This design comes from an exercise in tuning for small area and a short achievable clock period on the open sky130 flow, not from production work.
At most, simulation tests tie the RTL to the original design; equivalence was not proved.

==> 03-21: inputs <==
==> flow/design.v (excerpt) <==
module iir_DF1_Biquad (
  input clk,
  input rst,
  input signed [15:0] din,
  output signed [15:0] dout
);
export LEC_CHECK = 0
export CAP_MARGIN = 20
export CORE_MARGIN = 2
export CORE_UTILIZATION = 70
export CTS_BUF_LIST = sky130_fd_sc_hd__clkbuf_8
export PLACE_DENSITY = 0.9
export SLEW_MARGIN = 20
export SYNTH_HIERARCHICAL = 1
export SYNTH_MINIMUM_KEEP_SIZE = 0
create_clock -name core_clock -period 11.0 [get_ports {clk}]
run.sh (not shown) runs the stock make flow with config.mk's settings and CLKGATE_MAP_FILE= SYNTH_SCRIPT=/design/flow/synth_recipe.tcl, a recipe that flattens the netlist after the stock synthesis.
==> 07-06 (differences from 03-21) <==
--- a/flow/config.mk
+++ b/flow/config.mk
@@ -9,5 +9,4 @@
 export CORE_MARGIN = 2
-export CORE_UTILIZATION = 70
+export CORE_UTILIZATION = 40
 export CTS_BUF_LIST = sky130_fd_sc_hd__clkbuf_8
-export PLACE_DENSITY = 0.9
 export SLEW_MARGIN = 20
==> 04-12 (differences from 03-21) <==
--- a/flow/config.mk
+++ b/flow/config.mk
@@ -9,5 +9,5 @@
 export CORE_MARGIN = 2
-export CORE_UTILIZATION = 70
+export CORE_UTILIZATION = 60
 export CTS_BUF_LIST = sky130_fd_sc_hd__clkbuf_8
-export PLACE_DENSITY = 0.9
+export PLACE_DENSITY = 0.8
 export SLEW_MARGIN = 20
==> 01-03 (differences from 03-21) <==
--- a/flow/config.mk
+++ b/flow/config.mk
@@ -9,5 +9,4 @@
 export CORE_MARGIN = 2
-export CORE_UTILIZATION = 70
-export CTS_BUF_LIST = sky130_fd_sc_hd__clkbuf_8
-export PLACE_DENSITY = 0.9
+export CORE_UTILIZATION = 40
+export CTS_BUF_LIST = sky130_fd_sc_hd__clkbuf_4 sky130_fd_sc_hd__clkbuf_8
 export SLEW_MARGIN = 20
==> notes.md <==
|  | 07-06 | 04-12 | 01-03 | 03-21 |
|---|---|---|---|---|
| Status | complete, no violations | complete, no violations | complete, no violations | complete, no violations |
| Violation count after the first detailed-routing iteration | 276 | 287 | 276 | 413 |
| Clock slew at reported path FFs | 100 ps | 100 ps | 100 ps | 90 ps |
| Share of the final layout cell area in multi-input gates | 61.4% | 62.5% | 61.4% | 62.4% |
| Placed standard-cell area | 0.0135 sq mm | 0.0133 sq mm | 0.0135 sq mm | 0.0132 sq mm |
| Via count normalized by instance count | 4.65 | 5.27 | 4.65 | 5.82 |
| R2r setup slk | 6570 ps | 6550 ps | 6570 ps | 6390 ps |
| Final Wtd Congestion | 0.847 | 0.898 | 0.847 | 0.945 |
| First-pass DRT Iterations | 4 | 4 | 4 | 5 |
| Worst hold margin | 452 ps | 454 ps | 452 ps | 449 ps |
| Total detailed-routing wirelength | 26800 microns | 26700 microns | 26800 microns | 30400 microns |
| Average routed wire per standard cell | 19.0 microns | 20.8 microns | 19.0 microns | 24.6 microns |
| Die ar. | 0.0330 sq mm | 0.0222 sq mm | 0.0330 sq mm | 0.0191 sq mm |
| Final min period | 4430 ps | 4450 ps | 4430 ps | 4610 ps |
| Critical Path AT | 4770 ps | 4750 ps | 4770 ps | 4920 ps |
| Final worst-path cycle share | 40.3% | 40.5% | 40.3% | 41.9% |
| Setup clock skew after layout | 19.5 ps | 17.9 ps | 20.2 ps | 18.7 ps |
| RR Endpoint | yc[4] | y[6] | yc[4] | y[6] |

* * *

==> inputs of job 3159 <==
Another version of the RTL of iir_DF1_Biquad (not shown whole).
export LEC_CHECK = 0
export CAP_MARGIN = 20
export CORE_MARGIN = 2
export CORE_UTILIZATION = 60
export CTS_BUF_LIST = sky130_fd_sc_hd__clkbuf_8
export PLACE_DENSITY = 0.8
export SLEW_MARGIN = 20
export SYNTH_HIERARCHICAL = 1
export SYNTH_MINIMUM_KEEP_SIZE = 0
create_clock -name core_clock -period 11.0 [get_ports {clk}]
standard.sh (not shown) runs the stock make flow with config.mk's settings and CLKGATE_MAP_FILE= SYNTH_SCRIPT=/design/flow/synth_recipe.tcl, a recipe that flattens the netlist after the stock synthesis.
==> flow/flow/run.sh <==
#!/bin/bash
# The standard layout (the standard.sh, standard synthesis unchanged) with a few
# settings changed: clock tree synthesis inserts no dummy loads, the port buffers are
# buf_2 cells instead of the default delay buffers, and timing repair aims for a
# setup slack of 6.8 ns rather than 0.
set -euo pipefail
export CTS_ARGS="-sink_clustering_enable -repair_clock_nets -buf_list sky130_fd_sc_hd__clkbuf_8 -dont_use_dummy_load"
export BUFFER_PORTS_ARGS="-buffer_cell sky130_fd_sc_hd__buf_2"
export SETUP_SLACK_MARGIN=6.8
bash standard.sh > standard.log 2>&1
==> inputs of job 9270, as changes to job 3159 <==
--- a/flow/flow/run.sh
+++ b/flow/flow/run.sh
@@ -4,3 +4,3 @@
 # buf_2 cells instead of the default delay buffers, and timing repair aims for a
-# setup slack of 6.8 ns rather than 0.
+# setup slack of 6.6 ns rather than 0.
 set -euo pipefail
@@ -8,3 +8,3 @@
 export BUFFER_PORTS_ARGS="-buffer_cell sky130_fd_sc_hd__buf_2"
-export SETUP_SLACK_MARGIN=6.8
+export SETUP_SLACK_MARGIN=6.6
 bash standard.sh > standard.log 2>&1
==> notes.md <==
                                                                           job 3159                  job 9270
Largest incremental delay on the critical path                              0.60 ns                   0.56 ns
Worst setup timing slack at the placement stage                             6.36 ns                   6.20 ns
Slowest stage cell on the critical path                       sky130_fd_sc_hd__fa_1  sky130_fd_sc_hd__dfxtp_4
Via count of the first global-routing pass                                     7539                      7515
Crit path time final                                                        4.09 ns                   4.27 ns
Cell Count Post-Placement                                                      1143                      1145
Status                                                               finished clean            finished clean
Setup repair after global routing missed its margin                            true                     false
Worst relative slew slack                                                     55.7%                     56.0%
Met2 usage                                                                    46.8%                     46.3%
Post-detail-place hpwl                                                     19800 um                  19900 um
Area of the multi-input gates                                              8820 um2                  8770 um2
Routability cong.                                                             0.902                     0.871
Worst reg2reg startpoint                                                      y[13]                      y[6]
Endpoint with the worst hold slack                                             c0_0                     c1_26
Fraction of final layout cells sized beyond drive strength 1                  10.7%                     8.44%
Cell Area, Placed                                                         12400 um2                 12400 um2
Metal-1 WL                                                                  9490 um                   9740 um
Final worst clock skew                                                    0.0274 ns                 0.0356 ns
Function was not checked in any run of this note: the RTL went through the layout flow alone.

* * *

==> inputs of run a <==
iir_DF1_Biquad, a different RTL version from the one above (not shown whole).
==> flow/config.mk <==
export PLATFORM = sky130hd
export DESIGN_NAME = iir_DF1_Biquad
export DESIGN_NICKNAME = iir_DF1_Biquad
export VERILOG_FILES = /design/flow/design.v
export SDC_FILE = /design/flow/constraint.sdc
export NUM_CORES = 4
export LEC_CHECK = 0
export CAP_MARGIN = 20
export CORE_MARGIN = 2
export CORE_UTILIZATION = 60
export CTS_BUF_LIST = sky130_fd_sc_hd__clkbuf_8
export PLACE_DENSITY = 0.8
export SLEW_MARGIN = 20
export SYNTH_HIERARCHICAL = 1
export SYNTH_MINIMUM_KEEP_SIZE = 0
==> flow/constraint.sdc <==
create_clock -name core_clock -period 11.0 [get_ports {clk}]
set_input_delay 2.2000 -clock core_clock [delete_from_list [all_inputs] [get_ports {clk}]]
set_output_delay 2.2000 -clock core_clock [all_outputs]
set_load 0.01 [all_outputs]
==> flow/flow/run.sh <==
#!/bin/bash
# The standard layout (the standard.sh, standard synthesis unchanged) with a few
# settings changed: clock tree synthesis inserts no dummy loads, the port buffers are
# buf_2 cells instead of the default delay buffers, and timing repair aims for a
# setup slack of 6.7 ns rather than 0.
set -euo pipefail
export CTS_ARGS="-sink_clustering_enable -repair_clock_nets -buf_list sky130_fd_sc_hd__clkbuf_8 -dont_use_dummy_load"
export BUFFER_PORTS_ARGS="-buffer_cell sky130_fd_sc_hd__buf_2"
export SETUP_SLACK_MARGIN=6.7
bash standard.sh > standard.log 2>&1
==> run b: changes against run a <==
==> flow/flow/run.sh (replaced) <==
#!/bin/bash
# The standard layout (the standard.sh, standard synthesis unchanged) with a few
# settings changed: clock tree synthesis inserts no dummy loads, the port buffers are
# buf_2 cells instead of the default delay buffers, and timing repair aims for a
# setup slack of 7.2 ns rather than 0.
set -euo pipefail
export CTS_ARGS="-sink_clustering_enable -repair_clock_nets -buf_list sky130_fd_sc_hd__clkbuf_8 -dont_use_dummy_load"
export BUFFER_PORTS_ARGS="-buffer_cell sky130_fd_sc_hd__buf_2"
export SETUP_SLACK_MARGIN=7.2
bash standard.sh > standard.log 2>&1
==> comparison <==
Clock skew: run a is lower than run b (0.0085 ns).
Against run b, the non-clock buffer count of run a is lower by 19.
In synthesized area, run a and run b do not differ.
Critical path depth: run a is lower than run b (7).
Setup slack is about the same in run b and run a.
Between run a and run b, the lower first-iteration DRC count is in run b (gap 4.6%, measured against run b).

* * *

==> inputs of v31 <==
iir_DF1_Biquad, a different RTL version from the one above (not shown whole).
Design iir_DF1_Biquad, start of the top module:
module iir_DF1_Biquad (
  input clk,
  input rst,
  input signed [15:0] din,
  output signed [15:0] dout
);
  reg [15:0] y, xa, xb;
  reg [15:0] yc;   
  reg c0_0;
  reg c1_0;
  reg c0_1;
  reg c1_1;
  reg c0_2;
  reg c1_2;
  reg c0_3;
  reg c1_3;
  reg c0_4;
  reg c1_4;
  reg c0_5;
  reg c1_5;
  reg c0_6;
  reg c1_6;
  reg c0_7;
  reg c1_7;
  reg c0_8;
  reg c1_8;
  reg c0_9;
  reg c1_9;
  reg c0_10;
  reg c1_10;
  reg c0_11;
  reg c1_11;
  reg c0_12;
  reg c1_12;
  reg c0_13;
  reg c1_13;
  reg c0_14;
  reg c1_14;
  reg c0_15;
  reg c1_15;
  reg c0_16;
  reg c1_16;
  reg c0_17;
  reg c1_17;
  reg c0_18;
  reg c1_18;
  reg c0_19;
  reg c1_19;
  reg c0_20;
  reg c1_20;
  reg c0_21;
  reg c1_21;
  reg c0_22;
  reg c1_22;
  reg c0_23;
  reg c1_23;
  reg c0_24;
  reg c1_24;
  reg c0_25;
  reg c1_25;
  reg c0_26;
  reg c1_26;
  reg c0_27;
  reg c1_27;
  reg c0_28;
  reg c1_28;
  reg c0_29;
  reg c1_29;
  reg p0_0;
  reg p0_1;
  reg p0_2;
  reg p0_3;
  reg p1_3;
  reg p0_4;
  reg p1_4;
  reg p0_5;
  reg p1_5;
  reg p0_6;
  reg p1_6;
  reg p0_7;
  reg p1_7;
  reg p0_8;
  reg p1_8;
  reg p0_9;
  reg p1_9;
  reg p0_10;
  reg p1_10;
  reg p0_11;
  reg p1_11;
  reg p0_12;
  reg p1_12;
  reg p0_13;
  reg p1_13;
  reg p0_14;
  reg p1_14;
  reg p0_15;
  reg p1_15;
  reg p0_16;
  reg p1_16;
  reg p0_17;
  reg p1_17;
  reg p0_18;
  reg p1_18;
  reg p0_19;
  reg p1_19;
  reg p0_20;
  reg p1_20;
  reg p0_21;
  reg p1_21;
  reg p0_22;
  wire s1;
  wire c2;
  wire s3;
  wire c4;
  wire s5;
  wire c6;
  wire s7;
  wire c8;
  wire s9;
  wire c10;
  wire s11;
  wire c12;
  wire s13;
  wire c14;
  wire s15;
  wire c16;
  wire s17;
  wire c18;
  wire s19;
  wire c20;
  wire s21;
  wire c22;
  wire s23;
  wire c24;
  wire s25;
  wire c26;
  wire n27;
  wire s28;
  wire c29;
  wire n30;
  wire s31;
  ...
make LEC_CHECK=0 CAP_MARGIN=20 CORE_MARGIN=2 CORE_UTILIZATION=40 SLEW_MARGIN=20 SYNTH_HIERARCHICAL=1 SYNTH_MINIMUM_KEEP_SIZE=0 finish   # period 11.0 ns
run.sh (not shown) runs the stock make flow with config.mk's settings and CLKGATE_MAP_FILE= SYNTH_SCRIPT=/design/flow/synth_recipe.tcl, a recipe that flattens the netlist after the stock synthesis.
Stock flow here: none of the scripts above is used.
==> v34: changes against v31 <==
- CTS_BUF_LIST: unset -> sky130_fd_sc_hd__clkbuf_8
==> notes.md <==
run status: timing/DRC/antenna clean
worst reg2reg setup slack: 6490 ps
met1 usage: 0.241
met1 wire length: 12300 um
Skew-Pair Late Insertion Delay: 460 ps
post-route cell area: 14400 um2
Tcrit/Tclk final: 0.410
Final Skew: 13.8 ps
total number of vias: 6981
CTS root buf: clkbuf_8
Overall Global Routing Usage: 0.191
vias in the first global route: 8428
Source of the figures above: v34

==> notes.md <==
vias in the first global route: 8448
worst reg2reg setup slack: 6490 ps
Tcrit/Tclk final: 0.410
met1 usage: 0.243
met1 wire length: 12200 um
Skew-Pair Late Insertion Delay: 430 ps
run status: timing/DRC/antenna clean
total number of vias: 6999
Source of the figures above: v31

## separate check: timing with driven ports
The results above use ideal ports. As a check the final layouts listed here were re-extracted and re-timed, cells and wires unchanged.
Step 1 assumes that a clkbuf_16 drives the clock port and a buf_2 every other input.
Step 2, shift: input delay + t, output delay - t, t = (earliest + latest rising clock arrival at the registers) / 2. This alone moves slack from input paths to output paths.
Three values: ideal, step 1, step 2; two values: the first two.
run | t, ns | setup slack, ns | clock arrival spread, ns | worst slew at a driven data input, ns | pins driven straight from the clock port
03-21 | 0.499 | 6.388 / 6.388 / 6.388 | 0.018 / 0.019 | 0.05 | 1
07-06 | 0.487 | 6.571 / 6.571 / 6.571 | 0.020 / 0.020 | 0.05 | 1
04-12 | 0.495 | 6.548 / 6.548 / 6.548 | 0.018 / 0.018 | 0.04 | 1
01-03 | 0.488 | 6.567 / 6.567 / 6.567 | 0.020 / 0.020 | 0.05 | 1
job 3159 | 0.475 | 6.911 / 6.911 / 6.911 | 0.028 / 0.027 | 0.04 | 1
job 9270 | 0.480 | 6.733 / 6.733 / 6.733 | 0.037 / 0.037 | 0.04 | 1
run a | 0.476 | 6.827 / 6.827 / 6.827 | 0.029 / 0.029 | 0.03 | 1
run b | 0.502 | 6.827 / 6.827 / 6.827 | 0.038 / 0.038 | 0.03 | 1
v31 | 0.475 | 6.490 / 6.490 / 6.490 | 0.013 / 0.013 | 0.03 | 1
v34 | 0.496 | 6.492 / 6.492 / 6.492 | 0.015 / 0.015 | 0.03 | 1
After both steps every run listed still meets setup and hold.
